What follows belongs to an exercise in optimizing a design on an open flow for small area; a production flow would make more cautious choices. Function was checked by simulation only, so behaviour that the tests miss may differ from the original. Power figures rest on the tool's default switching activity, not on a simulated workload.

== P ==
==> flow/design.v <==
module fifo_ao22 (input logic a1, a2, b1, b2, output logic y);    
	assign y = a1 & a2 | b1 & b2;
endmodule
module fifo_aoi222 (input logic a1, a2, b1, b2, c1, c2, output logic y);   
	assign y = !(a1 & a2 | b1 & b2 | c1 & c2);
endmodule
module fifo_ao211 (input logic a1, a2, b, c, output logic y);    
	assign y = a1 & a2 | b | c;
endmodule
module fifo_ao21 (input logic a1, a2, b, output logic y);    
	assign y = a1 & a2 | b;
endmodule
module fifo_ao32 (input logic a1, a2, a3, b1, b2, output logic y);   
	assign y = a1 & a2 & a3 | b1 & b2;
endmodule
module fifo_inv (input logic a, output logic y);
	assign y = !a;
endmodule
module fifo_nand2 (input logic a, b, output logic y);
	assign y = !(a & b);
endmodule
module fifo_nand3 (input logic a, b, c, output logic y);
	assign y = !(a & b & c);
endmodule
module fifo_nand4 (input logic a, b, c, d, output logic y);
	assign y = !(a & b & c & d);
endmodule
module fifo_nor2 (input logic a, b, output logic y);
	assign y = !(a | b);
endmodule
module fifo_and3 (input logic a, b, c, output logic y);
	assign y = a & b & c;
endmodule
module fifo_or2 (input logic a, b, output logic y);
	assign y = a | b;
endmodule
module fifo_andn (input logic a, b, output logic y);
	assign y = !a & b;
endmodule
module fifo_orn (input logic a, b, output logic y);
	assign y = a | !b;
endmodule
module fifo_nor2and (input logic a, b, c, output logic y);
	assign y = !a & !b & c;
endmodule
module fifo_nand3n (input logic a, b, c, output logic y);
	assign y = !(!a & b & c);
endmodule
module fifo_or3n (input logic a, b, c, output logic y);
	assign y = a | b | !c;
endmodule
module fifo_xor2 (input logic a, b, output logic y);
	assign y = a ^ b;
endmodule
module fifo_rdbit (input logic [15:0] q, sel, input logic keep, cur, output logic y);
	logic [5:0] g;
	logic n0, n1;
	fifo_aoi222 u_g0 (q[0],  sel[0],  q[1],  sel[1],  q[2],  sel[2],  g[0]);
	fifo_aoi222 u_g1 (q[3],  sel[3],  q[4],  sel[4],  q[5],  sel[5],  g[1]);
	fifo_aoi222 u_g2 (q[6],  sel[6],  q[7],  sel[7],  q[8],  sel[8],  g[2]);
	fifo_aoi222 u_g3 (q[9],  sel[9],  q[10], sel[10], q[11], sel[11], g[3]);
	fifo_aoi222 u_g4 (q[12], sel[12], q[13], sel[13], q[14], sel[14], g[4]);
	fifo_nand2  u_g5 (q[15], sel[15], g[5]);
	fifo_nand3  u_n0 (g[0], g[1], g[2], n0);
	fifo_nand3  u_n1 (g[3], g[4], g[5], n1);
	fifo_ao211  u_o  (cur, keep, n0, n1, y);
endmodule
module fifo_ctrl (input logic [4:0] top, input logic fifo_read, fifo_write,
	output logic fifo_full, pop, keep, push, npush, output logic [15:0] sel,
	output logic [4:0] top_d);
	logic na4, a4, n0, d2, u3, d3;
	logic [3:0] nlo, nhi;
	logic [4:0] tg;
	fifo_nand4   u_na4 (top[0], top[1], top[2], top[3], na4);
	fifo_nor2    u_full (top[4], na4, fifo_full);
	fifo_andn    u_pop (top[4], fifo_read, pop);
	fifo_inv     u_keep (pop, keep);
	fifo_nor2and u_push (pop, fifo_full, fifo_write, push);
	fifo_inv     u_npush (push, npush);
	fifo_or2     u_lo0 (top[1], top[0], nlo[0]);
	fifo_orn     u_lo1 (top[1], top[0], nlo[1]);
	fifo_orn     u_lo2 (top[0], top[1], nlo[2]);
	fifo_nand2   u_lo3 (top[1], top[0], nlo[3]);
	fifo_or3n    u_hi0 (top[3], top[2], pop, nhi[0]);
	fifo_nand3n  u_hi1 (top[3], top[2], pop, nhi[1]);
	fifo_nand3n  u_hi2 (top[2], top[3], pop, nhi[2]);
	fifo_nand3   u_hi3 (top[3], top[2], pop, nhi[3]);
	for (genvar i = 0; i < 16; i++) begin : dec
		fifo_nor2 u_sel (nhi[i/4], nlo[i%4], sel[i]);
	end
	fifo_nand2   u_any (npush, keep, tg[0]);
	fifo_inv     u_n0 (top[0], n0);
	fifo_ao22    u_t1 (push, top[0], pop, n0, tg[1]);
	fifo_nor2    u_d2 (top[0], top[1], d2);
	fifo_ao32    u_t2 (push, top[0], top[1], pop, d2, tg[2]);
	fifo_and3    u_u3 (top[0], top[1], top[2], u3);
	fifo_nor2    u_d3 (nlo[0], top[2], d3);
	fifo_ao22    u_t3 (push, u3, pop, d3, tg[3]);
	fifo_inv     u_a4 (na4, a4);
	fifo_ao21    u_t4 (push, a4, sel[0], tg[4]);
	for (genvar i = 0; i < 5; i++) begin : cnt
		fifo_xor2 u_x (top[i], tg[i], top_d[i]);
	end
endmodule
module fifo #(parameter WIDTH = 16,parameter DEPTH=16)
(input logic[WIDTH-1:0] fifo_data_in,input logic rst_,fifo_write,fifo_read,clk,
output logic[WIDTH-1:0] fifo_data_out,output logic fifo_full,fifo_empty);
logic [DEPTH-1:0][WIDTH-1:0] memory, mem_d;
logic [4:0] top, top_d;
logic pop, push, npush, keep;
logic [DEPTH-1:0] sel;
logic [WIDTH-1:0] rd_data;
assign fifo_empty = top[4];
fifo_ctrl u_ctrl (.top(top), .fifo_read(fifo_read), .fifo_write(fifo_write),
	.fifo_full(fifo_full), .pop(pop), .keep(keep), .push(push), .npush(npush),
	.sel(sel), .top_d(top_d));
for (genvar i = 0; i < DEPTH; i++) begin : row
	for (genvar b = 0; b < WIDTH; b++) begin : bit_
		if (i == 0) begin : first
			fifo_ao22 u_nx (memory[i][b], npush, fifo_data_in[b], push, mem_d[i][b]);
		end else begin : next
			fifo_ao22 u_nx (memory[i][b], npush, memory[i-1][b], push, mem_d[i][b]);
		end
	end
end
for (genvar b = 0; b < WIDTH; b++) begin : col
	logic [DEPTH-1:0] q;
	for (genvar i = 0; i < DEPTH; i++) begin : r
		assign q[i] = memory[i][b];
	end
	fifo_rdbit u_rd (.q(q), .sel(sel), .keep(keep), .cur(fifo_data_out[b]), .y(rd_data[b]));
end
always_ff @(posedge clk) memory <= mem_d;
always_ff @(posedge clk, negedge rst_) begin
	if (!rst_) begin
		top <= '1;
		fifo_data_out <= 0;
	end
	else begin
		top <= top_d;
		fifo_data_out <= rd_data;
	end
end
endmodule
export LEC_CHECK = 0
export CAP_MARGIN = 20
export CORE_MARGIN = 2
export CORE_UTILIZATION = 60
export SLEW_MARGIN = 20
export SYNTH_HIERARCHICAL = 1
export SYNTH_MINIMUM_KEEP_SIZE = 0
create_clock -name core_clock -period 5.0 [get_ports {clk}]
standard.sh (not shown) runs the stock make flow with config.mk's settings and CLKGATE_MAP_FILE= SYNTH_SCRIPT=/design/flow/synth_recipe.tcl, a recipe that flattens the netlist after the stock synthesis.
==> flow/flow/run.sh <==
#!/bin/bash
# The standard layout with two changes: the port buffers are the smallest
# buffer, and the clock tree is built from small clusters of clkbuf_4
# leaves under a clkbuf_8 root, without dummy loads.
set -euo pipefail
P=sky130_fd_sc_hd__
bash standard.sh \
  "BUFFER_PORTS_ARGS=-buffer_cell ${P}buf_1" \
  "CTS_ARGS=-sink_clustering_enable -sink_clustering_size 10 -sink_clustering_max_diameter 100 -buf_list ${P}clkbuf_4 -root_buf ${P}clkbuf_8 -dont_use_dummy_load -repair_clock_nets" \
  finish > standard_finish.log 2>&1
The inputs of Q differ from those of P as listed below.
--- a/flow/design.v
+++ b/flow/design.v
@@ -29,27 +29,15 @@
 	assign y = !(a | b);
 endmodule
 module fifo_and3 (input logic a, b, c, output logic y);
 	assign y = a & b & c;
 endmodule
-module fifo_or2 (input logic a, b, output logic y);
-	assign y = a | b;
-endmodule
 module fifo_andn (input logic a, b, output logic y);
 	assign y = !a & b;
 endmodule
-module fifo_orn (input logic a, b, output logic y);
-	assign y = a | !b;
-endmodule
 module fifo_nor2and (input logic a, b, c, output logic y);
 	assign y = !a & !b & c;
-endmodule
-module fifo_nand3n (input logic a, b, c, output logic y);
-	assign y = !(!a & b & c);
-endmodule
-module fifo_or3n (input logic a, b, c, output logic y);
-	assign y = a | b | !c;
 endmodule
 module fifo_xor2 (input logic a, b, output logic y);
 	assign y = a ^ b;
 endmodule
 module fifo_rdbit (input logic [15:0] q, sel, input logic keep, cur, output logic y);
@@ -66,38 +54,38 @@
 	fifo_ao211  u_o  (cur, keep, n0, n1, y);
 endmodule
 module fifo_ctrl (input logic [4:0] top, input logic fifo_read, fifo_write,
 	output logic fifo_full, pop, keep, push, npush, output logic [15:0] sel,
 	output logic [4:0] top_d);
-	logic na4, a4, n0, d2, u3, d3;
-	logic [3:0] nlo, nhi;
+	logic na4, a4, u3;
+	logic [3:0] nt, lo, hi;
 	logic [4:0] tg;
 	fifo_nand4   u_na4 (top[0], top[1], top[2], top[3], na4);
 	fifo_nor2    u_full (top[4], na4, fifo_full);
 	fifo_andn    u_pop (top[4], fifo_read, pop);
 	fifo_inv     u_keep (pop, keep);
 	fifo_nor2and u_push (pop, fifo_full, fifo_write, push);
 	fifo_inv     u_npush (push, npush);
-	fifo_or2     u_lo0 (top[1], top[0], nlo[0]);
-	fifo_orn     u_lo1 (top[1], top[0], nlo[1]);
-	fifo_orn     u_lo2 (top[0], top[1], nlo[2]);
-	fifo_nand2   u_lo3 (top[1], top[0], nlo[3]);
-	fifo_or3n    u_hi0 (top[3], top[2], pop, nhi[0]);
-	fifo_nand3n  u_hi1 (top[3], top[2], pop, nhi[1]);
-	fifo_nand3n  u_hi2 (top[2], top[3], pop, nhi[2]);
-	fifo_nand3   u_hi3 (top[3], top[2], pop, nhi[3]);
+	for (genvar i = 0; i < 4; i++) begin : inv
+		fifo_inv u_nt (top[i], nt[i]);
+	end
+	fifo_nor2    u_lo0 (top[1], top[0], lo[0]);
+	fifo_nor2    u_lo1 (top[1], nt[0], lo[1]);
+	fifo_nor2    u_lo2 (nt[1], top[0], lo[2]);
+	fifo_nor2    u_lo3 (nt[1], nt[0], lo[3]);
+	fifo_nor2    u_hi0 (top[3], top[2], hi[0]);
+	fifo_nor2    u_hi1 (top[3], nt[2], hi[1]);
+	fifo_nor2    u_hi2 (nt[3], top[2], hi[2]);
+	fifo_nor2    u_hi3 (nt[3], nt[2], hi[3]);
 	for (genvar i = 0; i < 16; i++) begin : dec
-		fifo_nor2 u_sel (nhi[i/4], nlo[i%4], sel[i]);
+		fifo_and3 u_sel (pop, hi[i/4], lo[i%4], sel[i]);
 	end
 	fifo_nand2   u_any (npush, keep, tg[0]);
-	fifo_inv     u_n0 (top[0], n0);
-	fifo_ao22    u_t1 (push, top[0], pop, n0, tg[1]);
-	fifo_nor2    u_d2 (top[0], top[1], d2);
-	fifo_ao32    u_t2 (push, top[0], top[1], pop, d2, tg[2]);
+	fifo_ao22    u_t1 (push, top[0], pop, nt[0], tg[1]);
+	fifo_ao32    u_t2 (push, top[0], top[1], pop, lo[0], tg[2]);
 	fifo_and3    u_u3 (top[0], top[1], top[2], u3);
-	fifo_nor2    u_d3 (nlo[0], top[2], d3);
-	fifo_ao22    u_t3 (push, u3, pop, d3, tg[3]);
+	fifo_ao32    u_t3 (pop, lo[0], nt[2], push, u3, tg[3]);
 	fifo_inv     u_a4 (na4, a4);
 	fifo_ao21    u_t4 (push, a4, sel[0], tg[4]);
 	for (genvar i = 0; i < 5; i++) begin : cnt
 		fifo_xor2 u_x (top[i], tg[i], top_d[i]);
 	end
Notes after the runs:
- Q: all stages complete, timing, DRC and antenna checks passed
- Max utilization after layout across P and Q: P
- Diff P and Q: mean routed wirelength per cell higher in Q
- The run showing the greater wire length of the first global-routing pass is Q.
- Summary of Q over P: data required time of the worst path shrank by 1.48 ns, overall power held steady.
- Measured against each other, P and Q differ in final instance area, the higher figure coming from P.
- Going from P to Q, met3 routed wirelength fell 22 µm, synthesis-to-layout area growth fell 1.1 points, final worst slack rose 0.051 ns, count of buffers not belonging to the clock network in the layout fell 29%.
- For P, the cell with the biggest individual delay on the critical path was sky130_fd_sc_hd__buf_4, unlike Q, where it was sky130_fd_sc_hd__dfstp_2.

re-timing with driven ports:
How much do the figures lean on ideal ports? The routed layouts below were timed once more, with nothing changed but the port constraints.
Step 1, drivers: a clkbuf_16 drives clk and a buf_2 each remaining input, both assumed.
Step 2 adds t to the input delays and takes it off the output delays; t is the mean of the earliest and latest rising clock arrival at the registers after step 1. Input paths then give back, and output paths get back, about the clock's delay inside the block.
a / b / c = ideal / step 1 / step 2; a / b = the first two.
| run | t (ns) | slack for setup (ns) | worst setup path at the end |
|---|---|---|---|
| P | 0.571 | 2.090 / 2.090 / 1.581 | input to register |
| Q | 0.581 | 2.141 / 2.105 / 1.839 | input to register |
After both steps every run listed still meets setup and hold. The setup slack of P, which loses most, moves by 0.000 ns with the drivers and by -0.509 ns with both steps.
